This is an optimization exercise on Yosys and OpenROAD, whose aim is small area, not a production implementation. In this exercise RTL edits were held to simulation tests only and were not proved equivalent to the original. Power and IR drop assume default switching activity.

==> run a: inputs <==
Design Brick_Escape, start of the top module:
module Brick_Escape
	(
		CLOCK_50,
		rst,
		KEY,
		SW,
		HEX0,
		HEX1,
		HEX2,
		HEX3,
		HEX4,
		HEX5,
		HEX6,
		HEX7,
		fb_x,
		fb_y,
		fb_colour
	);
export LEC_CHECK = 0
export ABC_AREA = 1
export CAP_MARGIN = 40
export CORE_MARGIN = 2
export CORE_UTILIZATION = 60
export SLEW_MARGIN = 20
create_clock -name core_clock -period 10.0 [get_ports {CLOCK_50}]
standard.sh (not shown) runs the stock make flow with config.mk's settings and CLKGATE_MAP_FILE= SYNTH_SCRIPT=/design/flow/synth_recipe.tcl, a recipe that flattens the netlist after the stock synthesis.
==> flow/flow/run.sh <==
#!/bin/bash
# Own flow: the standard ORFS flow (standard.sh), with these changes:
#  - synthesis: ABC maps the combinational logic with flow/abc_area.script (deep AIG
#    synthesis, then mapping with the delay target relaxed, for area) instead of ORFS's abc_area.script, and without
#    the full/half-adder extraction (ADDER_MAP_FILE empty), so ABC sees adders as logic.
#    The deep synthesis is randomised: it runs with seven seeds at once (the main run in
#    standard.sh's folder, six more in side folders) and the smallest netlist is kept.
#    Registers are untouched: Yosys creates and names them before ABC runs.
#  - every port still gets its buffer, but the smallest one (buf_1);
#  - clock tree from clkbuf_8 cells, without dummy loads.
set -euo pipefail
here=$PWD
mk_scripts() {  # mk_scripts DIR SEED
  rm -rf "$1"; cp -r "$FLOW_HOME/scripts" "$1"
  sed "s/@SEED@/$2/" flow/abc_area.script > "$1/abc_area.script"
}
mk_scripts scripts_s1 1
mk_scripts scripts_s2 2
mk_scripts scripts_s3 3
mk_scripts scripts_s4 4
mk_scripts scripts_s5 5
mk_scripts scripts_s6 6
mk_scripts scripts_s7 7
# side synthesis runs: standard.sh's make command with another WORK_HOME
for s in 2 3 4 5 6 7; do
  mkdir -p side_s$s
  grep '^make ' standard.sh | sed -e "s#WORK_HOME=[^ ]*#WORK_HOME=$here/side_s$s/orfs#" \
    -e 's#"${@:-finish}"#ADDER_MAP_FILE= synth#' > side_s$s/synth.sh
  ( export SCRIPTS_DIR="$here/scripts_s$s"; bash side_s$s/synth.sh > side_s$s/synth_make.log 2>&1 ) &
done
SCRIPTS_DIR="$here/scripts_s1" bash standard.sh ADDER_MAP_FILE= synth > synth_make_s1.log 2>&1
wait
res=orfs/results/sky130hd/Brick_Escape/base
rep=orfs/reports/sky130hd/Brick_Escape/base
area() { grep "Chip area" "$1" | awk '{print $NF}'; }
best=1; best_a=$(area $rep/synth_stat.txt)
for s in 2 3 4 5 6 7; do
  f=side_s$s/$rep/synth_stat.txt
  if [[ -f side_s$s/$res/1_2_yosys.v && -f $f ]]; then
    a=$(area $f)
    if awk -v a="$a" -v b="$best_a" 'BEGIN{exit !(a < b)}'; then best=$s; best_a=$a; fi
  fi
done
{ echo "synthesis areas (kept s$best):"; for s in 1 2 3 4 5 6 7; do
    if [[ $s == 1 ]]; then f=$rep/synth_stat.txt; else f=side_s$s/$rep/synth_stat.txt; fi
    echo "  s$s $(area $f 2>/dev/null)"; done; } > synth_choice.log
if [[ $best != 1 ]]; then
  cp side_s$best/$res/1_2_yosys.v $res/1_2_yosys.v
  cp side_s$best/$rep/synth_stat.txt $rep/synth_stat.txt
  rm -f $res/1_synth.odb $res/1_synth.v
fi
SCRIPTS_DIR="$here/scripts_s1" bash standard.sh ADDER_MAP_FILE= \
  "BUFFER_PORTS_ARGS=-buffer_cell sky130_fd_sc_hd__buf_1" \
  "CTS_ARGS=-sink_clustering_enable -repair_clock_nets -dont_use_dummy_load -buf_list sky130_fd_sc_hd__clkbuf_8" \
  finish > flow_make.log 2>&1
Other scripts of this flow, unchanged in this note and not shown: flow/flow/abc_area.script
==> run b (differences from run a) <==
--- a/flow/flow/run.sh
+++ b/flow/flow/run.sh
@@ -5,4 +5,4 @@
 #    the full/half-adder extraction (ADDER_MAP_FILE empty), so ABC sees adders as logic.
-#    The deep synthesis is randomised: it runs with seven seeds at once (the main run in
-#    standard.sh's folder, six more in side folders) and the smallest netlist is kept.
+#    The deep synthesis is randomised: it runs with four seeds at once (the main run in
+#    standard.sh's folder, three more in side folders) and the smallest netlist is kept.
 #    Registers are untouched: Yosys creates and names them before ABC runs.
@@ -20,7 +20,4 @@
 mk_scripts scripts_s4 4
-mk_scripts scripts_s5 5
-mk_scripts scripts_s6 6
-mk_scripts scripts_s7 7
 # side synthesis runs: standard.sh's make command with another WORK_HOME
-for s in 2 3 4 5 6 7; do
+for s in 2 3 4; do
   mkdir -p side_s$s
@@ -36,3 +33,3 @@
 best=1; best_a=$(area $rep/synth_stat.txt)
-for s in 2 3 4 5 6 7; do
+for s in 2 3 4; do
   f=side_s$s/$rep/synth_stat.txt
@@ -43,5 +40,3 @@
 done
-{ echo "synthesis areas (kept s$best):"; for s in 1 2 3 4 5 6 7; do
-    if [[ $s == 1 ]]; then f=$rep/synth_stat.txt; else f=side_s$s/$rep/synth_stat.txt; fi
-    echo "  s$s $(area $f 2>/dev/null)"; done; } > synth_choice.log
+echo "synthesis areas: s1 $(area $rep/synth_stat.txt) s2 $(area side_s2/$rep/synth_stat.txt 2>/dev/null) s3 $(area side_s3/$rep/synth_stat.txt 2>/dev/null) s4 $(area side_s4/$rep/synth_stat.txt 2>/dev/null); kept s$best" > synth_choice.log
 if [[ $best != 1 ]]; then
GPL_TIMING_DRIVEN = 0   (was unset)
==> comparison <==
- Of run a and run b, run a has the higher routed wire length (gap 0.20%, measured against run b).
- Against run a, the clock skew of run b is higher by 0.0060 ns.
- Against run b, the cell count of run a is lower by 0.43%.
- Between run b and run a, the lower area after synthesis is in run a (gap 0.46%, measured against run a).
- Of run b and run a, run b has the higher combinational power (gap about 34%, measured against run a).
- Global-route usage: run b is lower than run a (0.47 points).
- Run a finished with timing, DRC and antenna clean. Run b produced a clean layout.
- Of run b and run a, run a has the higher fmax (gap 6.9%, measured against run a).
- In run a the sequential share of layout area is higher than in run b, by 0.48 points.

## what the ideal ports hide
No port has a modelled driver above. Below, the same layouts with a new extraction and two added sets of constraints. Step 1 assumes that a clkbuf_16 drives the clock port and a buf_2 every other input. Step 2 also shifts input and output timing later by t, the mid clock arrival at the registers, as if the neighbouring blocks saw the same clock. Slacks: no drivers / after step 1 / after step 2; pairs: no drivers / after step 1.
run | t, ns | setup slack, ns | worst setup path after step 2 | clock arrival spread, ns
run a | 0.493 | 2.145 / 2.145 / 2.145 | register to register | 0.031 / 0.031
run b | 0.502 | 1.564 / 1.564 / 1.564 | register to register | 0.037 / 0.037
After both steps every run listed still meets setup and hold.
